What follows belongs to an exercise in optimizing a design on an open flow for small area and a short achievable clock period; a production flow would make more cautious choices.
In this exercise RTL edits were held to simulation tests only and were not proved equivalent to the original.
No activity file was given, so power comes from the tool's default toggle rates.

Setup of alpha:
==> module stage1, before the edit <==
module stage1(
input logic clk, rst,
input logic enable_ex,
input logic [31:0] src1, src2, imm,
input logic [6:0] control_in,
input logic [31:0] mem_data_read_in,
output logic mem_data_wr_en,
output logic [31:0] mem_data_write_out,
output logic [31:0] p_q, g_q,
output logic [8:0] n_q,         
output logic cin_q, hadd_q, fill_q, shr_q, shl_q, upd_a_q,
output logic [1:0] cmode_q       
    );
logic [2:0] operation, opselect;
logic immp_regn;
assign {operation, immp_regn, opselect} = control_in;
assign mem_data_write_out = src2;
assign mem_data_wr_en = (opselect == 3'b100) && immp_regn;
logic [31:0] a, a_rev;
for (genvar i = 0; i < 32; i++) begin : g_rev
    assign a_rev[i] = a[31-i];
end
assign a = src1;
logic arith, memrd, shift, issue;
assign issue = enable_ex & ~rst;
assign arith = (opselect == 3'b001);
assign memrd = (opselect == 3'b101) && immp_regn;
assign shift = (opselect == 3'b000);
logic [31:0] b;
logic lhg;
assign lhg = arith && (operation == 3'b111);
logic k_m, k_imm, k_s2, k_imm_hi, k_s2_hi, k_imm_lhg, k_s2_lhg;
assign k_m = memrd;
assign k_imm = ~memrd & immp_regn;
assign k_s2 = ~memrd & ~immp_regn;
assign k_imm_hi = k_imm & ~lhg;
assign k_s2_hi = k_s2 & ~lhg;
assign k_imm_lhg = k_imm & lhg;
assign k_s2_lhg = k_s2 & lhg;
assign b[15:0] = ({16{k_m}} & mem_data_read_in[15:0]) | ({16{k_imm}} & imm[15:0]) | ({16{k_s2}} & src2[15:0]);
assign b[31:16] = ({16{k_m}} & mem_data_read_in[31:16]) | ({16{k_imm_hi}} & imm[31:16]) | ({16{k_s2_hi}} & src2[31:16])
                | ({16{k_imm_lhg}} & imm[15:0]) | ({16{k_s2_lhg}} & src2[15:0]);
logic shl_op;
assign shl_op = shift & ~operation[1];
logic [31:0] x;
logic k_rev, k_a, k_na;
assign k_rev = shl_op;
assign k_a = ~shl_op & ~operation[1];
assign k_na = ~shl_op & operation[1];
assign x = ({32{k_rev}} & a_rev) | ({32{k_a}} & a) | ({32{k_na}} & ~a);
logic [3:0] t_lo, t_mid, t_hi;
logic addop;
logic cin, hadd, fill, shr, shl, upd, upd_a;
logic [1:0] cm, cmode;
always_comb begin
    t_lo = 4'b0000;
    addop = 1'b0;
    cin = 1'b0;
    hadd = 1'b0;
    fill = 1'b0;
    shr = 1'b0;
    shl = 1'b0;
    upd = 1'b0;
    cm = 2'd0;
    if (arith) begin
        upd = 1'b1;
        case (operation)
            3'b000:  begin t_lo = 4'b0110; addop = 1'b1; cm = 2'd2; end
            3'b010:  begin t_lo = 4'b0110; addop = 1'b1; cin = 1'b1; cm = 2'd2; end   
            3'b001: begin t_lo = 4'b0110; addop = 1'b1; hadd = 1'b1; cm = 2'd3; end
            3'b011:  begin t_lo = 4'b0101; cm = 2'd1; end
            3'b100:  t_lo = 4'b1000;
            3'b101:   t_lo = 4'b1110;
            3'b110:  t_lo = 4'b1001;                    
            default: begin t_lo = 4'b0000; cm = 2'd1; end
        endcase
    end else if (memrd) begin
        upd = (operation != 3'b011);
        cm = (operation != 3'b011) ? 2'd1 : 2'd0;
        t_lo = 4'b1010;
    end else if (shift) begin
        upd = ~operation[2];
        shl = ~operation[1];
        shr = operation[1];
        fill = operation[0] & operation[1] & a[31];
        t_lo = operation[1] ? 4'b0011 : 4'b1100;  
    end
end
assign upd_a = upd & issue;
assign cmode = issue ? cm : 2'd0;
always_comb begin
    t_mid = t_lo;
    t_hi = t_lo;
    if (lhg) t_hi = 4'b1010;
    if (memrd) begin
        if (operation[1:0] == 2'b00) t_mid = {4{~operation[2] & mem_data_read_in[7]}};
        if (operation[1] == 1'b0) t_hi = {4{~operation[2] & (operation[0] ? mem_data_read_in[15] : mem_data_read_in[7])}};
    end
end
logic [31:0] p, g;
for (genvar i = 0; i < 32; i++) begin : g_p
    if (i < 8) assign p[i] = t_lo[{x[i], b[i]}];
    else if (i < 16) assign p[i] = t_mid[{x[i], b[i]}];
    else assign p[i] = t_hi[{x[i], b[i]}];
end
assign g = addop ? x & b : 32'b0;
logic [4:0] n;
assign n = imm[2] ? src2[4:0] : imm[10:6];
always_ff@(posedge clk) begin
    p_q <= p;
    g_q <= g;
    n_q <= {n[4], 4'b1 << n[3:2], 4'b1 << n[1:0]};
    cin_q <= cin;
    hadd_q <= hadd;
    fill_q <= fill;
    shr_q <= shr;
    shl_q <= shl;
    upd_a_q <= upd_a;
    cmode_q <= cmode;
end
endmodule
==> flow/config.mk <==
export PLATFORM = sky130hd
export DESIGN_NAME = DLX_top
export DESIGN_NICKNAME = DLX_top
export VERILOG_FILES = /design/flow/design.v
export SDC_FILE = /design/flow/constraint.sdc
export NUM_CORES = 4
export LEC_CHECK = 0
export CAP_MARGIN = 20
export CORE_MARGIN = 2
export CORE_UTILIZATION = 40
export CTS_BUF_LIST = sky130_fd_sc_hd__clkbuf_4 sky130_fd_sc_hd__clkbuf_8
export SETUP_SLACK_MARGIN = 2.0
export SLEW_MARGIN = 20
==> flow/constraint.sdc <==
create_clock -name core_clock -period 4.5 [get_ports {clk}]
set_input_delay 0.9000 -clock core_clock [delete_from_list [all_inputs] [get_ports {clk}]]
set_output_delay 0.9000 -clock core_clock [all_outputs]
set_load 0.01 [all_outputs]
standard.sh (not shown) runs the stock make flow with config.mk's settings and CLKGATE_MAP_FILE= SYNTH_SCRIPT=/design/flow/synth_recipe.tcl, a recipe that flattens the netlist after the stock synthesis.
==> flow/flow/run.sh <==
#!/bin/bash
# The standard layout, with plain buffers (not delay cells) on the ports.
set -euo pipefail
bash standard.sh "BUFFER_PORTS_ARGS=-buffer_cell sky130_fd_sc_hd__buf_1" finish > standard.log 2>&1
[inputs] beta vs alpha
diff --git a/flow/design.v b/flow/design.v
--- a/flow/design.v
+++ b/flow/design.v
@@ -25,32 +25,19 @@
 logic arith, memrd, shift, issue;
 assign issue = enable_ex & ~rst;
 assign arith = (opselect == 3'b001);
 assign memrd = (opselect == 3'b101) && immp_regn;
 assign shift = (opselect == 3'b000);
-logic [31:0] b;
+logic [31:0] bm, b;
+assign bm = memrd ? mem_data_read_in : immp_regn ? imm : src2;
 logic lhg;
 assign lhg = arith && (operation == 3'b111);
-logic k_m, k_imm, k_s2, k_imm_hi, k_s2_hi, k_imm_lhg, k_s2_lhg;
-assign k_m = memrd;
-assign k_imm = ~memrd & immp_regn;
-assign k_s2 = ~memrd & ~immp_regn;
-assign k_imm_hi = k_imm & ~lhg;
-assign k_s2_hi = k_s2 & ~lhg;
-assign k_imm_lhg = k_imm & lhg;
-assign k_s2_lhg = k_s2 & lhg;
-assign b[15:0] = ({16{k_m}} & mem_data_read_in[15:0]) | ({16{k_imm}} & imm[15:0]) | ({16{k_s2}} & src2[15:0]);
-assign b[31:16] = ({16{k_m}} & mem_data_read_in[31:16]) | ({16{k_imm_hi}} & imm[31:16]) | ({16{k_s2_hi}} & src2[31:16])
-                | ({16{k_imm_lhg}} & imm[15:0]) | ({16{k_s2_lhg}} & src2[15:0]);
+assign b = {lhg ? bm[15:0] : bm[31:16], bm[15:0]};
 logic shl_op;
 assign shl_op = shift & ~operation[1];
 logic [31:0] x;
-logic k_rev, k_a, k_na;
-assign k_rev = shl_op;
-assign k_a = ~shl_op & ~operation[1];
-assign k_na = ~shl_op & operation[1];
-assign x = ({32{k_rev}} & a_rev) | ({32{k_a}} & a) | ({32{k_na}} & ~a);
+assign x = shl_op ? a_rev : a ^ {32{operation[1]}};
 logic [3:0] t_lo, t_mid, t_hi;
 logic addop;
 logic cin, hadd, fill, shr, shl, upd, upd_a;
 logic [1:0] cm, cmode;
 always_comb begin
## What came out
Compared with alpha, in beta share of the yosys chip area belonging to registers lost 1.5 points; register clock-pin slew on the reported worst setup and hold paths neither gained nor lost much; per-cell routed wire length has decreased. Reported for alpha and beta, number of stages on the worst hold path turned out identical to the last digit. Sum of met2 wire segment lengths after detailed routing (higher): beta. beta closes out successfully: all stages finished, all timing, DRC and antenna checks passed. Comparing alpha and beta, the lower routability congestion estimate was measured on beta. beta against alpha: design area went up about 3.6%, floorplan row count went up 1, number of antenna violations at the first check in global routing went down 1. Diff alpha -> beta: fraction of power consumed by the clock network fell by 2.0 points, clock-buffer cell count fell by 2. beta vs alpha: area enclosed by the die boundary up by a few percent. Between alpha and beta, the flow reports met1 routed wirelength after detailed routing increasing by a few percent. Diff alpha and beta: period utilization lower in beta.

what the ideal ports hide:
No port has a modelled driver above. Below, the same layouts with a new extraction and two added sets of constraints. Step 1 (the two cells are an assumption about what drives the block):
set clk [get_ports {clk}]
set_driving_cell -lib_cell sky130_fd_sc_hd__clkbuf_16 $clk
set_driving_cell -lib_cell sky130_fd_sc_hd__buf_2 [delete_from_list [all_inputs] $clk]
Step 2 also shifts input and output timing later by t, the mid clock arrival at the registers, as if the neighbouring blocks saw the same clock. a / b / c = ideal / step 1 / step 2; a / b = the first two.
run	t (ns)	slack for setup (ns)	cell pins on the clock port's net
alpha	0.490	1.980 / 2.003 / 1.512	1
beta	0.498	2.023 / 2.030 / 1.550	1
After both steps every run listed still meets setup and hold. The setup slack of beta, which loses most, moves by +0.007 ns with the drivers and by -0.473 ns with both steps.
